This design comes from an exercise in tuning for small area and a short achievable clock period on the open sky130 flow, not from production work.
At most, simulation tests tie the RTL to the original design; equivalence was not proved.
The RTL of run 2 was laid out without a check of its function.

## flow/design.v (module list and top-level ports; edited modules follow where they fit)
// module top: 1743 lines
// module fa: 4 lines
// module ha: 4 lines
module top (input logic clk, rst,
            input logic enable, din,
            input logic signed [10:0] x,
            output logic signed [11:0] q,
            output logic spike);
  // ...
==> flow/flow/run.sh <==
#!/bin/bash
# Standard ORFS layout (the standard.sh), with timing repair aimed at a
# setup slack of 8.2 ns at the design's 12 ns clock, so that the resizer keeps
# improving paths that already meet 12 ns.  Logs: standard.log and orfs/logs.
set -euo pipefail
bash standard.sh SETUP_SLACK_MARGIN=8.2  BUFFER_PORTS_ARGS="-buffer_cell sky130_fd_sc_hd__buf_2" finish > standard.log 2>&1
==> flow/standard.sh <==
#!/bin/bash
# synth_recipe.tcl (not shown) runs the flow's synth.tcl, then flattens the netlist and writes it again
# the make line also repeats each setting of config.mk as NAME=value (left out here)
make -C /OpenROAD-flow-scripts/flow DESIGN_CONFIG=/design/flow/config.mk WORK_HOME=/design/flow/orfs CLKGATE_MAP_FILE= SYNTH_SCRIPT=/design/flow/synth_recipe.tcl "${@:-finish}"
==> flow/config.mk <==
export PLATFORM = sky130hd
export DESIGN_NAME = top
export DESIGN_NICKNAME = top
export VERILOG_FILES = /design/flow/design.v
export SDC_FILE = /design/flow/constraint.sdc
export NUM_CORES = 4
export LEC_CHECK = 0
export ABC_AREA = 1
export CAP_MARGIN = 20
export CORE_MARGIN = 2
export CORE_UTILIZATION = 40
export CTS_BUF_LIST = sky130_fd_sc_hd__clkbuf_4 sky130_fd_sc_hd__clkbuf_8
export CTS_CLUSTER_SIZE = 20
export SETUP_SLACK_MARGIN = 5
export SLEW_MARGIN = 20
export SYNTH_HIERARCHICAL = 1
export SYNTH_MINIMUM_KEEP_SIZE = 0
==> flow/constraint.sdc <==
create_clock -name core_clock -period 12.0 [get_ports {clk}]
set_input_delay 2.4000 -clock core_clock [delete_from_list [all_inputs] [get_ports {clk}]]
set_output_delay 2.4000 -clock core_clock [all_outputs]
set_load 0.01 [all_outputs]
==> impl_metrics.py, run 1 <==
metrics = {
    "yosys": {
        "synth_xor_area_share_pct": 0.471,
        "ys.flop_type": "dfxtp_1",
        "synthMuxAreaShare_pct": 0,
        "synth_adder_area_share_pct": 37.0,
        "synth_edf_count": 0,
        "synth_area_leaders": "dfxtp_1 27%, fa_1 24%, ha_1 13%",
        "synth_top_family_by_area": "adder cells",
        "synth_compound_area_share_pct": 13.6,
    },
    "finish": {
        "n_clock_buffer": 97,
        "nNonClkBuffers": 60,
        "utilization_pct": 45.4,
        "nNonClkInverters": 534,
        "clockNetworkAreaShare_pct": 4.44,
    },
    "flow_run": {
        "cap_violations": 0,
    },
    "outcome": {
        "status": "no timing/DRC/antenna violations",
    },
    "sta": {
        "worstMarginPinSlew_ns": 0.716,
        "holdWs_ns": 0.398,
    },
    "cts": {
        "cts_hold_buf": 0,
        "cts.clk_slew.worst_paths_ns": 0.06,
    },
    "floorplan": {
        "die_x_um": 277,
        "ios": 28,
        "die_area_um2": 76500,
    },
    "route": {
        "ant_nets": 0,
        "route.met2.wl_um": 31700,
    },
    "hold_path": {
        "hold_path_end": "z2[7]",
    },
    "worst_setup_path": {
        "end_kind": "register",
    },
}
==> inputs of run 2 (changes only) <==
--- a/flow/design.v
+++ b/flow/design.v
@@ -517,17 +517,16 @@
 logic [11:0] pp3;
 logic bng3;
 logic [11:0] pp4;
 logic bng4;
 logic [10:0] z0;
 logic [10:0] z1;
 logic [10:0] z2;
 logic [10:0] z3;
-logic [10:0] z0n;
 logic [4:0] bop;
 logic [4:0] bon;
 logic [4:0] btp;
 logic [4:0] btn;
 logic [11:0] r5;
 logic pm_0_s;
 logic pm_0_c;
 logic pm_1_s;
@@ -1317,17 +1316,17 @@
 assign btp_n[3] = ~tb[8] & tb[7] & tb[6];
 assign btn_n[3] = tb[8] & ~tb[7] & ~tb[6];
 assign bop_n[4] = ~tb[10] & (tb[9] ^ tb[8]);
 assign bon_n[4] = tb[10] & (tb[9] ^ tb[8]);
 assign btp_n[4] = ~tb[10] & tb[9] & tb[8];
 assign btn_n[4] = tb[10] & ~tb[9] & ~tb[8];
 assign zs = {y2a[10], y2a};
 assign za = {z0[10], z0, 1'b0};
-assign zb = ~{z0n[10], z0n, 1'b1};
+assign zb = za;
 assign pp0[0] = (bop[0] & za[1]) | (bon[0] & ~za[1]) | (btp[0] & za[0]) | (btn[0] & ~za[0]);
 assign pp0[1] = (bop[0] & za[2]) | (bon[0] & ~za[2]) | (btp[0] & za[1]) | (btn[0] & ~za[1]);
 assign pp0[2] = (bop[0] & za[3]) | (bon[0] & ~za[3]) | (btp[0] & za[2]) | (btn[0] & ~za[2]);
 assign pp0[3] = (bop[0] & za[4]) | (bon[0] & ~za[4]) | (btp[0] & za[3]) | (btn[0] & ~za[3]);
 assign pp0[4] = (bop[0] & za[5]) | (bon[0] & ~za[5]) | (btp[0] & za[4]) | (btn[0] & ~za[4]);
 assign pp0[5] = (bop[0] & za[6]) | (bon[0] & ~za[6]) | (btp[0] & za[5]) | (btn[0] & ~za[5]);
 assign pp0[6] = (bop[0] & za[7]) | (bon[0] & ~za[7]) | (btp[0] & za[6]) | (btn[0] & ~za[6]);
 assign pp0[7] = (bop[0] & za[8]) | (bon[0] & ~za[8]) | (btp[0] & za[7]) | (btn[0] & ~za[7]);
@@ -1391,28 +1390,26 @@
 assign r5p = (t1n[9] ^ t1n[10]) ? (t1n[10] ? ~zs : zs) : 12'd0;
 assign r5_n = r5p + 12'd3414 + {11'd0, ~t1n[9] & t1n[10]};
 always_ff @(posedge clk) begin
   if (rst) begin
     z0 <= 11'd0;
     z1 <= 11'd0;
     z2 <= 11'd0;
     z3 <= 11'd0;
-    z0n <= 11'd2047;
     bop <= 5'd0;
     bon <= 5'd0;
     btp <= 5'd0;
     btn <= 5'd0;
     r5 <= 12'd3414;
   end else begin
     z0 <= y2a;
     z1 <= z0;
     z2 <= z1;
     z3 <= z2;
-    z0n <= ~y2a;
     bop <= bop_n;
     bon <= bon_n;
     btp <= btp_n;
     btn <= btn_n;
     r5 <= r5_n;
   end
 end
 ha pm_0 (.a(pp0[6]), .b(pp1[4]), .s(pm_0_s), .co(pm_0_c));
==> flow/config.mk (replaced) <==
export PLATFORM = sky130hd
export DESIGN_NAME = top
export DESIGN_NICKNAME = top
export VERILOG_FILES = /design/flow/design.v
export SDC_FILE = /design/flow/constraint.sdc
export NUM_CORES = 4
export LEC_CHECK = 0
export ABC_AREA = 1
export CAP_MARGIN = 20
export CORE_MARGIN = 2
export CORE_UTILIZATION = 40
export SETUP_SLACK_MARGIN = 5
export SLEW_MARGIN = 20
export SYNTH_HIERARCHICAL = 1
export SYNTH_MINIMUM_KEEP_SIZE = 0
==> run 2 against run 1 <==
First-iteration DRC count shrank 3.2%. Routed wire length grew 3.9%. Non-clock buffer count up 39. Highest routed layer unchanged. Clock skew fell by 0.0027 ns. Largest cell class unchanged. Global-route usage increased by 0.48 points. Critical path depth increased by 1.
==> impl_metrics.py, run 2 <==
metrics = {
    "outcome": {
        "status": "no timing/DRC/antenna violations",
    },
    "yosys": {
        "syn_inst": 3391,
        "synth_area_um2": 29600,
        "netlist_top_cells_count": "497 x inv_1, 443 x nand2_1, 392 x dfxtp_1",
        "synth_area_leaders": "dfxtp_1 27%, fa_1 24%, ha_1 13%",
        "yosysMostFrequentCell": "inv_1",
        "yosysUniqueCellTypes": 55,
        "ys.flop_type": "dfxtp_1",
        "yosysTopAreaCell": "dfxtp_1",
        "seq_area_frac_synth_pct": 26.5,
        "post_synth.cell_area_avg_um2": 8.73,
        "synth_edf_count": 0,
        "synth_warnings": 7,
        "synth-seq-cells": 392,
        "yosys.area.top_type_share_pct": 26.5,
        "synth-async-reset-ratio_pct": 0,
    },
    "global_routing": {
        "grt.total_usage_pct": 18.9,
        "grt_max_degree": 84,
        "grt_pass1_wl_um": 117000,
        "gr-total-overflow": 0,
        "first_global_vias": 22300,
        "grt_antenna_before_repair": 0,
    },
    "sta": {
        "hold_viol": 0,
        "setup_violations": 0,
        "tns_ns": 0,
        "rsz0062_at_grt": "true",
        "holdWs_ns": 0.400,
        "setup_ws_ns": 8.19,
        "clock_skew_ns": 0.0241,
        "slew_headroom_pct": 56.0,
        "maxSlewViolCount": 0,
        "fin_crit_sh_pct": 31.8,
        "worstMarginPinSlew_ns": 0.661,
        "max_freq_mhz": 262,
        "min_period_ns": 3.81,
    },
    "hold_path": {
        "hp-start": "z2[8]",
        "min_path_type": "reg2reg",
        "hold_path_end": "z3[8]",
        "holdPathStages": 2,
    },
    "worst_setup_path": {
        "worstSetupPathType": "reg2reg",
        "cpMaxStageDelayCell": "fa_1",
        "max_stage_delay_ns": 0.52,
        "worstPathCellList": "clkinvlp_4 -> buf_4 -> buf_4 -> o21ai_0 -> fa_1 -> fa_1 -> ha_2 -> a21oi_2 -> o21ai_0 -> a2111oi_2 -> nand2_1 -> nor2_2 -> nor3b_2",
        "cp.arrival_ns": 4.27,
        "crit_path_start_kind": "register",
        "worstRegToRegCells": 13,
        "reg2reg_from": "btn[3]",
        "critPathLaunch": "btn[3]",
        "r2r_slack_ns": 8.19,
        "path_max_fanout": 8,
        "r2r-end": "p[11]",
        "end_kind": "register",
        "critPathBufInv": 3,
        "cp_data_required_time_ns": 12.46,
        "critPathTopFamily": "adder cells",
    },
    "flow_run": {
        "cap_violations": 0,
    },
    "cts": {
        "cts.clk_slew.worst_paths_ns": 0.06,
        "clock_latency_ns": 0.61,
        "cts_hold_buf": 0,
        "clock-root-buffer": "clkbuf_16",
        "clock_sinks": 392,
        "cts_tree": "yes",
        "clock_path_buffers": 3,
        "cts_inserted_buffers": 45,
        "htree_levels": 2,
    },
    "finish": {
        "diodes": 0,
        "n_fill_cell": 6994,
        "fin_cells": 4457,
        "layout_common_cells": "484 x inv_1, 435 x nand2_1, 352 x fa_1",
        "reg_top3": "h1 (21), h2 (21), v47 (19)",
        "drive_gt1_share_pct": 12.4,
        "final_common_cell": "inv_1",
        "synthToLayoutAreaGrowth_pct": 14.1,
        "finalNetCount": 4142,
    },
    "place": {
        "pre_cts_slack_ns": 7.21,
        "place_inst": 4306,
        "gp_congestion": 0.847,
        "hpwl_um": 54200,
        "numPortBuffers": 27,
    },
    "floorplan": {
        "start_util_pct": 40.5,
        "core_area_um2": 73100,
        "row_count": 99,
        "die_x_um": 276,
        "ios": 28,
        "die_h_um": 276,
        "die_area_um2": 76200,
    },
    "route": {
        "drtIter0Drc": 1257,
        "ant_nets": 0,
        "met3_length_um": 3340,
        "wl_per_cell_um": 16.2,
        "drc": 0,
        "vias": 22600,
        "vias_per_cell": 5.07,
        "drt-total-wl_um": 72200,
        "dr.pass1.iters": 6,
        "highest_layer": "met4",
        "wl_met1_um": 33900,
        "route.met2.wl_um": 33200,
    },
}
==> run 2: kinds of logic after synthesis <==
group                      synth area share, %
and+or+nand+nor                           14.3
AOI/OAI and AO/OA                         14.2
adders and majority gates                 37.1
buffers and inverters                     7.36
DFF                                       26.5
xor gates and xnor gates                 0.444
other                                   0.0127
==> run 2: worst max path at each step <==
stage | endpoint | slack (ns) | cells past startpoint
2_1_floorplan | w33[15] | 8.06 | 18
3_3_place_gp | spk | 7.22 | 5
3_5_place_dp | spk | 7.21 | 5
4_1_cts | p[11] | 8.10 | 14
5_1_grt | p[11] | 7.98 | 14
6_report | p[11] | 8.19 | 13
==> run 2: area by class of cell <==
type	instances	area, µm²	share of cell area (%)
Tap cell	959	1200	3.55
Clock inverter	23	434	1.29
Sequential cell	392	8010	23.7
Clock buffer	60	1260	3.74
Multi-Input combinational cell	2420	20200	59.8
Inverter	504	1920	5.69
Timing Repair Buffer	99	748	2.21
==> run 2: what timing repair did <==
item / in CTS / in global routing
resized for setup: 110 / 152
setup endpoints to repair: 176 / 64
buffers inserted: 16 / 52
pin swaps: 7 / 38
==> run 2: metal layers <==
| layer | track usage (%) | vias to the layer above |
|---|---|---|
| li1 | - | 11200 |
| met1 | 26.4 | 10800 |
| met2 | 30.8 | 476 |
| met3 | 2.56 | 99 |
| met4 | 5.30 | 0 |
| met5 | 0 | - |
==> run 2: worst min-delay path: cells and delay by family, from the launching register on <==
| family | cells | cell delay [ns] |
|---|---|---|
| AND/OR/NAND/NOR | 1 | 0.03 |
| flip-flops | 1 | 0.30 |
| buffers and inverters | 1 | 0.04 |
==> run 2: per-stage QoR <==
| stage | instance area (µm²) | utilization [%] |
|---|---|---|
| final | 33800 | 46.2 |
| after global routing | 33800 | 46.2 |
| after detailed placement | 30700 | 42.0 |
| after floorplan | 29600 | - |
| after CTS | 32800 | 44.9 |
| after global placement | 30700 | 42.0 |
==> run 2: per-module statistics from Yosys (local to each module, per instance) <==
module	cells inside	flip-flops and latches
fa	1	0
ha	1	0
top	2970	392

-- what the ideal ports hide --
No port has a modelled driver above. Below, the same layouts with a new extraction and two added sets of constraints. Step 1, drivers: a clkbuf_16 drives clk and a buf_2 each remaining input, both assumed. Step 2 times the ports against the registers' clock, not the clock port: input delays grow and output delays shrink by t, the midpoint of the rising clock arrivals with the driver on. Slacks: no drivers / after step 1 / after step 2; pairs: no drivers / after step 1.
run | t (ns) | setup WS [ns] | hold slack, ns | worst setup path at the end | pins driven straight from the clock port
run 1 | 0.703 | 8.362 / 8.362 / 7.695 | 0.398 / 0.398 / 0.398 | input to register | 1
run 2 | 0.651 | 8.185 / 8.185 / 7.612 | 0.400 / 0.400 / 0.400 | input to register | 1
After both steps setup and hold are still met in every run listed. For run 1, which loses most, drivers alone change the setup slack by 0.000 ns; drivers and shift together by -0.667 ns.
